This design comes from an exercise in tuning for small area on the open sky130 flow, not from production work.
No functional check of the RTL was part of this run.

==> flow/design.v <==
module crc_n(
   input [7:0] data_in,
   input crc_en,
   output [31:0] crc_out,
   output [31:0] crc_next,
   input rst,
   input clk
);
reg [31:0]  lfsr_q, lfsr_c;
wire [7:0]  data;
assign crc_out = lfsr_q;
assign crc_next = rst ? {32{1'b1}} : (crc_en ? lfsr_c : lfsr_q);
assign data={data_in[0],data_in[1],data_in[2],data_in[3],data_in[4],data_in[5],data_in[6],data_in[7]};
always @(*) begin
   lfsr_c[0] = lfsr_q[24] ^ lfsr_q[30] ^ data[0] ^ data[6];
   lfsr_c[1] = lfsr_q[24] ^ lfsr_q[25] ^ lfsr_q[30] ^ lfsr_q[31] ^ data[0] ^ data[1] ^ data[6] ^ data[7];
   lfsr_c[2] = lfsr_q[24] ^ lfsr_q[25] ^ lfsr_q[26] ^ lfsr_q[30] ^ lfsr_q[31] ^ data[0] ^ data[1] ^ data[2] ^ data[6] ^ data[7];
   lfsr_c[3] = lfsr_q[25] ^ lfsr_q[26] ^ lfsr_q[27] ^ lfsr_q[31] ^ data[1] ^ data[2] ^ data[3] ^ data[7];
   lfsr_c[4] = lfsr_q[24] ^ lfsr_q[26] ^ lfsr_q[27] ^ lfsr_q[28] ^ lfsr_q[30] ^ data[0] ^ data[2] ^ data[3] ^ data[4] ^ data[6];
   lfsr_c[5] = lfsr_q[24] ^ lfsr_q[25] ^ lfsr_q[27] ^ lfsr_q[28] ^ lfsr_q[29] ^ lfsr_q[30] ^ lfsr_q[31] ^ data[0] ^ data[1] ^ data[3] ^ data[4] ^ data[5] ^ data[6] ^ data[7];
   lfsr_c[6] = lfsr_q[25] ^ lfsr_q[26] ^ lfsr_q[28] ^ lfsr_q[29] ^ lfsr_q[30] ^ lfsr_q[31] ^ data[1] ^ data[2] ^ data[4] ^ data[5] ^ data[6] ^ data[7];
   lfsr_c[7] = lfsr_q[24] ^ lfsr_q[26] ^ lfsr_q[27] ^ lfsr_q[29] ^ lfsr_q[31] ^ data[0] ^ data[2] ^ data[3] ^ data[5] ^ data[7];
   lfsr_c[8] = lfsr_q[0] ^ lfsr_q[24] ^ lfsr_q[25] ^ lfsr_q[27] ^ lfsr_q[28] ^ data[0] ^ data[1] ^ data[3] ^ data[4];
   lfsr_c[9] = lfsr_q[1] ^ lfsr_q[25] ^ lfsr_q[26] ^ lfsr_q[28] ^ lfsr_q[29] ^ data[1] ^ data[2] ^ data[4] ^ data[5];
   lfsr_c[10] = lfsr_q[2] ^ lfsr_q[24] ^ lfsr_q[26] ^ lfsr_q[27] ^ lfsr_q[29] ^ data[0] ^ data[2] ^ data[3] ^ data[5];
   lfsr_c[11] = lfsr_q[3] ^ lfsr_q[24] ^ lfsr_q[25] ^ lfsr_q[27] ^ lfsr_q[28] ^ data[0] ^ data[1] ^ data[3] ^ data[4];
   lfsr_c[12] = lfsr_q[4] ^ lfsr_q[24] ^ lfsr_q[25] ^ lfsr_q[26] ^ lfsr_q[28] ^ lfsr_q[29] ^ lfsr_q[30] ^ data[0] ^ data[1] ^ data[2] ^ data[4] ^ data[5] ^ data[6];
   lfsr_c[13] = lfsr_q[5] ^ lfsr_q[25] ^ lfsr_q[26] ^ lfsr_q[27] ^ lfsr_q[29] ^ lfsr_q[30] ^ lfsr_q[31] ^ data[1] ^ data[2] ^ data[3] ^ data[5] ^ data[6] ^ data[7];
   lfsr_c[14] = lfsr_q[6] ^ lfsr_q[26] ^ lfsr_q[27] ^ lfsr_q[28] ^ lfsr_q[30] ^ lfsr_q[31] ^ data[2] ^ data[3] ^ data[4] ^ data[6] ^ data[7];
   lfsr_c[15] = lfsr_q[7] ^ lfsr_q[27] ^ lfsr_q[28] ^ lfsr_q[29] ^ lfsr_q[31] ^ data[3] ^ data[4] ^ data[5] ^ data[7];
   lfsr_c[16] = lfsr_q[8] ^ lfsr_q[24] ^ lfsr_q[28] ^ lfsr_q[29] ^ data[0] ^ data[4] ^ data[5];
   lfsr_c[17] = lfsr_q[9] ^ lfsr_q[25] ^ lfsr_q[29] ^ lfsr_q[30] ^ data[1] ^ data[5] ^ data[6];
   lfsr_c[18] = lfsr_q[10] ^ lfsr_q[26] ^ lfsr_q[30] ^ lfsr_q[31] ^ data[2] ^ data[6] ^ data[7];
   lfsr_c[19] = lfsr_q[11] ^ lfsr_q[27] ^ lfsr_q[31] ^ data[3] ^ data[7];
   lfsr_c[20] = lfsr_q[12] ^ lfsr_q[28] ^ data[4];
   lfsr_c[21] = lfsr_q[13] ^ lfsr_q[29] ^ data[5];
   lfsr_c[22] = lfsr_q[14] ^ lfsr_q[24] ^ data[0];
   lfsr_c[23] = lfsr_q[15] ^ lfsr_q[24] ^ lfsr_q[25] ^ lfsr_q[30] ^ data[0] ^ data[1] ^ data[6];
   lfsr_c[24] = lfsr_q[16] ^ lfsr_q[25] ^ lfsr_q[26] ^ lfsr_q[31] ^ data[1] ^ data[2] ^ data[7];
   lfsr_c[25] = lfsr_q[17] ^ lfsr_q[26] ^ lfsr_q[27] ^ data[2] ^ data[3];
   lfsr_c[26] = lfsr_q[18] ^ lfsr_q[24] ^ lfsr_q[27] ^ lfsr_q[28] ^ lfsr_q[30] ^ data[0] ^ data[3] ^ data[4] ^ data[6];
   lfsr_c[27] = lfsr_q[19] ^ lfsr_q[25] ^ lfsr_q[28] ^ lfsr_q[29] ^ lfsr_q[31] ^ data[1] ^ data[4] ^ data[5] ^ data[7];
   lfsr_c[28] = lfsr_q[20] ^ lfsr_q[26] ^ lfsr_q[29] ^ lfsr_q[30] ^ data[2] ^ data[5] ^ data[6];
   lfsr_c[29] = lfsr_q[21] ^ lfsr_q[27] ^ lfsr_q[30] ^ lfsr_q[31] ^ data[3] ^ data[6] ^ data[7];
   lfsr_c[30] = lfsr_q[22] ^ lfsr_q[28] ^ lfsr_q[31] ^ data[4] ^ data[7];
   lfsr_c[31] = lfsr_q[23] ^ lfsr_q[29] ^ data[5];
end
always @(posedge clk) begin
   if(rst) begin
      lfsr_q <= {32{1'b1}};
   end
   else begin
      lfsr_q <= crc_en ? lfsr_c : lfsr_q;
   end
end
endmodule
module ethsend(
	input					clk,			 
	input					clr,			 
	input					txena,		 
	output reg			txdone,		 
	output reg			txen,			 
	output reg [7:0]	dataout,		 
	input      [31:0]	crc,			 
	input      [15:0]	txbdata,		 
	output reg [9:0]	txbaddr,		 
	input      [10:0]	txcntb,		 
	input					skipb,		 
	output reg			crcen,		 
	output reg			crcre,		 
	output				err_gen		 
);
reg         txer;
assign err_gen = txer;
reg  [10:0] i;				 
reg  [15:0] bufdat;		 
reg  [1:0]  bc;			 
localparam IDLE		= 3'd0;
localparam SENDPRE	= 3'd1;
localparam SENDDATA	= 3'd2;
localparam SENDCRC	= 3'd3;
localparam TXDELAY	= 3'd4;
localparam WAITDONE	= 3'd5;
reg  [2:0]  tx_state;
always@(posedge clk) begin
	if(clr) begin
		tx_state <= IDLE;
		txen <= 1'b0;
		txdone <= 1'b0;
	end
	else begin
		case(tx_state)
			IDLE: begin
				txer <= 1'b0;					 
				txen <= 1'b0;					 
				crcen <= 1'b0;					 
				crcre <= 1'b1;					 
				txbaddr <= 10'o0;				 
				i <= 11'b0;						 
				bc <= 2'o0;						 
				txdone <= 1'b0;				 
				if(txena == 1'b1) begin
					tx_state <= SENDPRE;
					if(skipb) begin			 
						bc <= 2'o1;				 
						txbaddr <= 10'o1;		
					end
				end
			end
			SENDPRE: begin		 
				txen<=1'b1;						 
				crcre<=1'b1;					 
				if(i < 7) begin				 
					dataout[7:0] <= 8'h55;	 
					i <= i + 1'b1;
				end
				else begin
					dataout[7:0] <= 8'hD5;	 
					i <= txcntb;				 
					bufdat <= txbdata;		 
					txbaddr <= txbaddr + 1'b1;		 
					tx_state <= SENDDATA;	 
				end
			end
			SENDDATA: begin	 
				crcen <= 1'b1;					 
				crcre <= 1'b0;					 
				if(i == 11'h7FF) begin		 
					i <= 11'h0;					 
					tx_state <= SENDCRC;		 
					if(bc == 2'o0) begin
						dataout[7:0] <= bufdat[7:0];
					end
					else if(bc == 2'o1) begin
						dataout[7:0] <= bufdat[15:8];
						bc <= 2'o0;
					end
				end
				else begin									 
					i <= i + 1'b1;							 
					case(bc)									 
						2'o0: begin
							dataout[7:0] <= bufdat[7:0];  
							bc <= bc + 1'b1;				   
						end
						2'o1: begin
							dataout[7:0] <= bufdat[15:8];  
							bc <= 2'b0;						 
							bufdat <= txbdata;			 
							txbaddr <= txbaddr + 1'b1;	 
						end
					endcase
				end
         end
			SENDCRC: begin		 
				crcen <= 1'b0;
				case(bc)
					2'o0: begin
						dataout[7:0] <= {~crc[24], ~crc[25], ~crc[26], ~crc[27], ~crc[28], ~crc[29], ~crc[30], ~crc[31]};
						bc <= bc + 1'b1;
					end
					2'o1: begin
						dataout[7:0] <= {~crc[16], ~crc[17], ~crc[18], ~crc[19], ~crc[20], ~crc[21], ~crc[22], ~crc[23]};
						bc <= bc + 1'b1;
					end
					2'o2: begin
						dataout[7:0] <= {~crc[8], ~crc[9], ~crc[10], ~crc[11], ~crc[12], ~crc[13], ~crc[14], ~crc[15]};
						bc <= bc + 1'b1;
					end
					2'o3: begin
						dataout[7:0] <= {~crc[0], ~crc[1], ~crc[2], ~crc[3], ~crc[4], ~crc[5], ~crc[6], ~crc[7]};
						bc <= bc + 1'b1;
						tx_state <= TXDELAY;
					end
				endcase
			end
			TXDELAY: begin		 
				txen <= 1'b0;					 
				dataout <= 8'hFF;				 
				if(i < 11'd12) i <= i + 1'b1;	 
				else begin
					txdone <= 1'b1;			
					tx_state <= WAITDONE;	 
				end
			end
			WAITDONE: begin	 
				if(txena == 1'b0) begin		 
					txdone <= 1'b0;			 
					tx_state <= IDLE;			 
				end
			end
		endcase
	end
end
endmodule
module ethreceive(
	input					clk,			 
	input					clr,			 
	input					rxena,		 
	input      [7:0]	datain,		 
	input					rxdv,			 
	input					rxer,			 
	input      [31:0]	crc,			 
	input					rxdone,		 
	output reg [10:0]	rxcntb,		 
	output reg [9:0]	rxbaddr,		 
	output reg [15:0]	rxbdata,		 
	output reg			rxwrn,		 
	output reg			rxrdy,		 
	output				crcen,		 
	output				crcre,		 
	output				err_gen,		 
	output				err_crc,		 
	output [47:0]		mac_data,
	output				mac_rdy,
	input					cmp_done,
	input					cmp_res,
   output [1:0]      sfrtyp
);
reg  [2:0]	ic;				 
reg  [1:0]	bc;				 
reg  [47:0]	recmac;			 
reg  [7:0]	bufdat;			 
reg			rx_gen_error;	 
reg			rx_crc_error;	 
reg  [5:0]	sigwait;        
reg  [1:0]  spfrtyp;
assign {err_gen, err_crc} = {rx_gen_error, rx_crc_error};
assign mac_data = recmac;
assign mac_rdy = ic[2] & ic[1] & ~ic[0];
assign sfrtyp = spfrtyp;
localparam IDLE		= 3'd0;
localparam SIX_55		= 3'd1;
localparam SPD_D5		= 3'd2;
localparam RX_DATA	= 3'd3;
localparam RX_LAST	= 3'd4;
localparam RX_CRC		= 3'd5;
localparam CHK_MAC	= 3'd6;
localparam FINISH		= 3'd7;
reg  [3:0]  rx_state;
assign crcen = (rx_state == RX_DATA) & rxdv & ~rxer;
assign crcre = (rx_state == IDLE);
always@(posedge clk) begin
   if(clr) begin
      rx_state <= IDLE;		 
      rxrdy <= 1'b0;			 
      rx_gen_error <= 1'b0;
      rx_crc_error <= 1'b0;
      rxwrn <= 1'b0;
      ic <= 3'o0;
   end
   else begin
      case(rx_state)
         IDLE: begin			 
				rxcntb <= 11'o0000;									 
				rxbaddr <= 10'o1777;									 
				rxwrn <= 1'b0;											 
				ic <= 3'o0;												 
				bc <= 2'o0;												 
				sigwait <= 6'b111111;
				if((rxdv == 1'b1) && (rxena == 1'b1)) begin	 
					if(datain[7:0] == 8'h55) begin				 
						rx_gen_error <= 1'b0;						 
						rx_crc_error <= 1'b0;						 
						rx_state<=SIX_55;								 
					end
					else
						rx_state<=IDLE;
				end
			end
			SIX_55: begin		 
				if(rxer == 1'b0) begin
					if ((datain[7:0] == 8'h55) & (rxdv == 1'b1)) begin
						if(ic == 3'd5) begin
							ic <= 3'd0; rx_state <= SPD_D5;
						end
						else
							ic <= ic + 1'd1;
					end
					else begin
						rx_gen_error <= 1'b1;
						rx_state<=IDLE;
					end
				end
				else begin
					rx_gen_error <= 1'b1;
					rx_state<=IDLE;
				end
			end
			SPD_D5: begin		 
				if(rxer == 1'b0) begin
					if((datain[7:0] == 8'hd5) && (rxdv == 1'b1)) begin
						ic <= 3'd0; rx_state <= RX_DATA;
					end
					else begin
						rx_gen_error <= 1'b1;
						rx_state <= IDLE;
					end
				end
				else begin
					rx_gen_error <= 1'b1;
					rx_state <= IDLE;
				end
			end
			RX_DATA: begin		 
				if(rxer == 1'b1) begin								 
					rx_gen_error <= 1'b1;							 
					rx_state <= IDLE;									 
				end
				else begin
					if(rxdv == 1'b1) begin							 
						rxcntb <= rxcntb + 1'd1;					 
						if(ic < 3'd6) begin							 
							recmac <= {datain[7:0], recmac[47:8]};	 
							ic <= ic + 1'd1;								 
						end
						case(bc)
							2'o0: begin
								bufdat <= datain[7:0];				 
								bc <= bc + 1'b1;						 
								rxwrn <= 1'b0;							 
							end
							2'o1: begin
								rxbdata <= {datain[7:0], bufdat[7:0]};	 
								rxwrn <= 1'b1;							 
								bc <= 2'o0;								 
								rxbaddr <= rxbaddr + 1'b1;			 
							end
						endcase
					end
					else begin											 
						rxwrn <= 1'b0;									 
						rx_state <= RX_LAST;							 
					end
				end
			end
			RX_LAST: begin
				case(bc)
					2'o1: begin											 
						rxbdata <= {8'b0,bufdat[7:0]};			 
						rxwrn <= 1'b1;
						bc <= 2'o0;
					end
					2'o0: begin											 
						rxwrn <= 1'b0;									 
						rx_state <= RX_CRC;							 
					end
				endcase
			end
			RX_CRC: begin		 
				rx_state <= CHK_MAC;									 
				rxcntb <= rxcntb - 11'd4;							 
				if(crc != 32'hC704DD7B) begin						 
					rx_crc_error <= 1'b1;							 
				end
			end
			CHK_MAC: begin
				if(cmp_done) begin
					if(cmp_res)
						rx_state <= FINISH;
					else
						rx_state <= IDLE;
				end
				else begin
					sigwait <= sigwait -1'b1;
					if(|sigwait == 1'b0)
						rx_state <= IDLE;
				end
			end
			FINISH: begin
				if(rxdone == 1'b1) begin							 
					rxrdy <= 1'b0;										 
					rx_state <= IDLE;									 
				end
				else rxrdy <= 1'b1;									 
			end
			default: rx_state <= IDLE;
		endcase
	end
end
always@(posedge clk) begin
   if(clr) spfrtyp <= 2'b0;
   else case(rx_state)
      IDLE: spfrtyp <= 2'b0;
      RX_DATA: begin
         if(rxbaddr == 10'o6) begin
            case(rxbdata)
               16'o0220: spfrtyp <= 2'b01;    
               16'o1140: spfrtyp <= 2'b10;    
            endcase
         end
      end
   endcase
end
endmodule
module delqa_ethmac(
   input          clk,         
   input          rst,         
   input          rx_ena,      
   input          loop,        
   input          skipb,       
   input          tx_req,      
   input          rx_done,     
   input  [10:0]  tx_cnt,      
   output [9:0]   txb_adr,     
   input  [15:0]  txb_dat,     
   output         tx_done,     
   output         e_txen,      
   output [7:0]   e_txd,       
   input          e_rxdv,      
   input          e_rxer,      
   input  [7:0]   e_rxd,       
   output         rxb_we,      
   output [9:0]   rxb_adr,     
   output [15:0]  rxb_dat,     
   output [10:0]  rx_cnt,      
   output         rx_rdy,      
   output         rx_err,      
   output         rx_crc_err,  
   output [1:0]   sfrtyp,      
   output         mac_rdy,     
   output [47:0]  mac_data,    
   input          cmp_done,    
   input          cmp_res      
);
wire [31:0] crctx, crctx_next, crcrx, crcrx_next;
wire        crcentx, crcretx, crcenrx, crcrerx;
wire        txens, txers;
wire [7:0]  txdb;
assign e_txen = loop ? 1'b0 : txens;
assign e_txd  = txdb;
ethsend ethsendm(
   .clk(clk),
   .clr(rst),
   .txena(tx_req),
   .txdone(tx_done),
   .txen(txens),
   .dataout(txdb),
   .crc(crctx_next),
   .txbdata(txb_dat),
   .txbaddr(txb_adr),
   .txcntb(tx_cnt),
   .skipb(skipb),
   .crcen(crcentx),
   .crcre(crcretx),
   .err_gen(txers)
);
crc_n crc_tx(
   .clk(clk),
   .rst(crcretx),
   .data_in(txdb),
   .crc_en(crcentx),
   .crc_out(crctx),
   .crc_next(crctx_next)
);
wire [7:0]  rxdbl = loop ? txdb  : e_rxd;
wire        rxdvl = loop ? txens : e_rxdv;
wire        rxerl = loop ? txers : e_rxer;
wire        rxena = loop | rx_ena;
ethreceive ethrcvm(
   .clk(clk),
   .clr(rst),
   .rxena(rxena),
   .datain(rxdbl),
   .rxdv(rxdvl),
   .rxer(rxerl),
   .rxcntb(rx_cnt),
   .rxbaddr(rxb_adr),
   .rxbdata(rxb_dat),
   .rxwrn(rxb_we),
   .rxrdy(rx_rdy),
   .rxdone(rx_done),
   .crc(crcrx),
   .crcen(crcenrx),
   .crcre(crcrerx),
   .err_gen(rx_err),
   .err_crc(rx_crc_err),
   .mac_data(mac_data),
   .mac_rdy(mac_rdy),
   .cmp_done(cmp_done),
   .cmp_res(cmp_res),
   .sfrtyp(sfrtyp)
);
crc_n crc_rx(
   .clk(clk),
   .rst(crcrerx),
   .data_in(rxdbl),
   .crc_en(crcenrx),
   .crc_out(crcrx),
   .crc_next(crcrx_next)
);
endmodule
==> flow/run.sh <==
#!/bin/bash
# synth_recipe.tcl (not shown) runs the flow's synth.tcl, then flattens the netlist and writes it again
# the make line also repeats each setting of config.mk as NAME=value (left out here)
make -C /OpenROAD-flow-scripts/flow DESIGN_CONFIG=/design/flow/config.mk WORK_HOME=/design/flow/orfs CLKGATE_MAP_FILE= SYNTH_SCRIPT=/design/flow/synth_recipe.tcl finish
==> flow/config.mk <==
export PLATFORM = sky130hd
export DESIGN_NAME = delqa_ethmac
export DESIGN_NICKNAME = delqa_ethmac
export VERILOG_FILES = /design/flow/design.v
export SDC_FILE = /design/flow/constraint.sdc
export NUM_CORES = 4
export LEC_CHECK = 0
export CAP_MARGIN = 20
export CORE_MARGIN = 2
export CORE_UTILIZATION = 40
export SLEW_MARGIN = 20
==> flow/constraint.sdc <==
create_clock -name core_clock -period 8.0 [get_ports {clk}]
set_input_delay 1.6000 -clock core_clock [delete_from_list [all_inputs] [get_ports {clk}]]
set_output_delay 1.6000 -clock core_clock [all_outputs]
set_load 0.01 [all_outputs]
==> flow_metrics.env <==
export IMPL_drive_gt1_share_pct=6.47
export IMPL_p_comb_share_pct=39.7
export IMPL_outcome="no timing/DRC/antenna violations"
export IMPL_synth_compound_area_share_pct=12.3
export IMPL_start_util_pct=40.8
export IMPL_critPathCapture="e_txen"
export IMPL_worstHoldPathType="reg -> reg"
export IMPL_cts_htree_levels=1
export IMPL_top_layer="met4"
export IMPL_grt_max_degree=60
export IMPL_post_dp_hpwl_um=21600
export IMPL_crit_start="loop"
export IMPL_ctsResizeCount=0
export IMPL_async_flop_share_pct=0
export IMPL_area_growth_pct=22.5
export IMPL_ys_types=78
export IMPL_core_mm2=0.0298
export IMPL_endpoint_kind="output pin"
export IMPL_p_total_uw=4540
export IMPL_synthTopCellsByArea="edfxtp_1 (37%), dfxtp_1 (13%), xnor2_1 (5.9%), xor2_1 (3.1%), nand2_1 (3.0%)"
export IMPL_wl_met3_um=1750
export IMPL_cp_slowest_cell="clkdlybuf4s50_1"
export IMPL_drtIter0Drc=736
export IMPL_synth_area_mm2=0.0121
export IMPL_drv_slew=0
export IMPL_reg2reg_from="ethsendm.dataout[5]$_DFFE_PP_"
export IMPL_final_nets=1311
export IMPL_ys_flop_type="edfxtp_1"
export IMPL_intPower_uw=2950
export IMPL_crit_chain="clkdlybuf4s50_1 -> buf_4 -> nor2b_1 -> clkdlybuf4s50_1"
export IMPL_syn_avg_cell_area_um2=11.0
export IMPL_fmax_mhz=215
export IMPL_slowest_delay_ps=600
export IMPL_synth_fp_nets=1167
export IMPL_numCtsBuffers=26
export IMPL_finalHoldViolCount=0
export IMPL_path_class="in -> out"
export IMPL_synth_common_cells="edfxtp_1 (150), nand2_1 (97), nor2_1 (94)"
export IMPL_numPortBuffers=157
export IMPL_drtPass1Iterations=5
export IMPL_clk_latency_ps=530
export IMPL_synth_edf_count=150
export IMPL_synthMuxAreaShare_pct=2.13
export IMPL_wl_um=29900
export IMPL_m1WireLength_um=13600
export IMPL_clockPowerShare_pct=23.8
export IMPL_synth_fa_ha_area_share_pct=1.85
export IMPL_critPathArrivalTime_ps=3060
export IMPL_drc=0
export IMPL_antenna_found_initial=1
export IMPL_antenna_left=0
export IMPL_finalSetupViolCount=0
export IMPL_yosysTopAreaCell="edfxtp_1"
export IMPL_grt_pass1_wl_um=46900
export IMPL_grt_usage_pct=18.7
export IMPL_power_density_mw_per_mm2=305
export IMPL_synth_top_area_share_pct=37.1
export IMPL_synth_seq_cells=231
export IMPL_crit_family="buffers and inverters"
export IMPL_die_area_mm2=0.0318
export IMPL_rsz0062_at_grt="false"
export IMPL_wl_per_cell_um=18.0
export IMPL_die_x_um=178
export IMPL_path_clk_slew_ps=60
export IMPL_grt_pass1_vias=8419
export IMPL_maxCapViolations=0
export IMPL_cts_tree="yes"
export IMPL_switching_power_uw=1590
export IMPL_start_kind="input pin"
export IMPL_crit_top_cell="clkdlybuf4s50_1"
export IMPL_timing_critical_path_buf_inv=3
export IMPL_finalCriticalPeriod_ps=4660
export IMPL_rr_endpoint="ethsendm.dataout[3]$_DFFE_PP_"
export IMPL_slew_headroom_pct=38.7
export IMPL_skew_ps=12.3
export IMPL_cts_hold_buf=0
export IMPL_worst_path_stages=4
export IMPL_num_vias=8786
export IMPL_dieHeight_um=178
export IMPL_synth_cells=1103
export IMPL_cts_root_buf="clkbuf_16"
export IMPL_worstMarginPinSlew_ps=920
export IMPL_viasPerCell=5.30
export IMPL_p_leak_uw=0.00547
export IMPL_cp_max_fo=20
export IMPL_postCtsSetupBuffers=0
export IMPL_synthSimpleGateAreaFrac_pct=13.8
export IMPL_clock_sinks=231
export IMPL_ioPinCount=158
export IMPL_synth_xor_area_share_pct=16.8
export IMPL_r2r_setup_slack_ps=4980
export IMPL_grt_ovfl_total=0
export IMPL_synth_top_family_by_area="XOR/XNOR gates"
export IMPL_reg2reg_depth=6
export IMPL_met2_length_um=13800
export IMPL_post_route_util_pct=49.9
export IMPL_ys_seq_area_share_pct=50.4
export IMPL_fin_crit_sh_pct=58.2
export IMPL_ys_warn_count=3
export IMPL_rows=63
export IMPL_yosysMostFrequentCell="edfxtp_1"
export IMPL_p_sw_share_pct=35.0
export IMPL_gp_congestion=0.843
export IMPL_ir_drop_v=0.000223
export IMPL_setup_total_negative_slack_ps=0
export IMPL_worstPathRequired_ps=6400
export IMPL_clk_path_buf_depth=3
export IMPL_power_frac_seq_pct=36.4
[how the worst min path moves through the flow]
stage / startpoint / slack (ps) / to / cells after the start
global route: ethrcvm.bufdat[1]$_DFFE_PP_ / 420 / ethrcvm.rxbdata[1]$_DFFE_PP_ / 0
floorplan: ethrcvm.bufdat[0]$_DFFE_PP_ / 400 / ethrcvm.rxbdata[0]$_DFFE_PP_ / 0
detailed placement: ethrcvm.bufdat[3]$_DFFE_PP_ / 400 / ethrcvm.rxbdata[3]$_DFFE_PP_ / 0
global placement: ethrcvm.bufdat[2]$_DFFE_PP_ / 410 / ethrcvm.rxbdata[2]$_DFFE_PP_ / 0
finish: ethrcvm.bufdat[1]$_DFFE_PP_ / 410 / ethrcvm.rxbdata[1]$_DFFE_PP_ / 0
CTS: ethrcvm.bufdat[3]$_DFFE_PP_ / 420 / ethrcvm.rxbdata[3]$_DFFE_PP_ / 0
[power by group through the flow]
| stage | clock [uW] | sequential (uW) | combinational (uW) |
|---|---|---|---|
| after floorplan | 0 | 1620 | 1390 |
| after global placement | 0 | 1680 | 1790 |
| after detailed placement | 0 | 1680 | 1800 |
| after CTS | 1110 | 1650 | 1810 |
| after global routing | 1160 | 1680 | 1980 |
| final | 1080 | 1650 | 1800 |
[metal layers]
layer | global-route usage [%] | vias up
li1 | - | 4290
met4 | 5.56 | 0
met2 | 30.3 | 269
met3 | 2.86 | 45
met1 | 25.9 | 4182
met5 | 0 | -
[cell usage in the layout, fill, tap and decap left out, types with 10 or more instances in the layout]
cell type        netlist  final
a21oi_1               60     60
and3_1                10     10
buf_4                  1     10
clkbuf_1              43     12
clkbuf_16              0     26
clkdlybuf4s50_1        0    157
dfxtp_1               81     81
edfxtp_1             150    150
ha_1                  18     18
inv_1                 32     32
mux2i_1               22     22
nand2_1               97     97
nand3_1               33     33
nand4_1               11     11
nor2_1                94     94
nor2b_1               17     17
nor3_1                27     25
o211ai_1              24     24
o21ai_0               54     54
or3_1                 10     10
xnor2_1               82     82
xnor2_2               15     15
xnor3_1               14     14
xor2_1                43     43
xor3_1                11     11
[flip-flops by register name, indices dropped and copies added (netlist names), 6 cells and up]
register and cells:
ethrcvm.rxbdata 16, crc_tx.lfsr_q 32, crc_rx.lfsr_q 32, ethrcvm.bufdat 8, ethsendm.i 11, ethrcvm.sigwait 6
ethrcvm.recmac 48, ethsendm.bufdat 16, ethrcvm.rxbaddr 10, ethsendm.txbaddr 10, ethsendm.dataout 8, ethrcvm.rxcntb 11
[cell families (layout without fill, tap and decap cells)]
family,after synthesis,after routing
multiplexers,25,25
buffers and inverters,83,247
AND/OR/NAND/NOR,347,347
XOR/XNOR,170,170
flip-flops,231,231
adder cells (fa/ha/maj),18,18
other,0,1
AO/OA/AOI/OAI,229,229
[cell type report]
type / instances / area (um^2)
Multi-Input combinational cell: 789 / 5730
Fill cell: 2736 / 14900
Antenna cell: 1 / 2.50
Timing Repair Buffer: 167 / 1650
Sequential cell: 231 / 6130
Tap cell: 390 / 488
Clock buffer: 39 / 709
Inverter: 32 / 120
Clock inverter: 9 / 57.6
[through the flow]
step	hold slack (ps)	cells	cell area [um^2]	worst slack, ps
4_1_cts	419	1657	14900	3350
2_1_floorplan	400	1103	12100	1470
6_report	415	1658	14900	3340
3_5_place_dp	405	1609	14100	3370
3_3_place_gp	406	1609	14100	3270
5_1_grt	423	1658	14900	3310

==> what the ideal ports hide <==
Ports are ideal in the flow. The routed layout listed here was re-timed in OpenROAD. Step 1 assumes that a clkbuf_16 drives the clock port and a buf_2 every other input. Step 2 times the ports against the registers' clock, not the clock port: input delays grow and output delays shrink by t, the midpoint of the rising clock arrivals with the driver on. Three values: ideal, step 1, step 2; two values: the first two.
t (ns): 0.574
slack for setup (ns): 3.343 / 3.318 / 3.318
worst register clock-pin slew, ns: 0.06 / 0.06
worst slew at a driven data input, ns: 0.08
After both steps setup and hold are still met in this run. For this run, drivers alone change the setup slack by -0.025 ns; drivers and shift together by -0.025 ns.
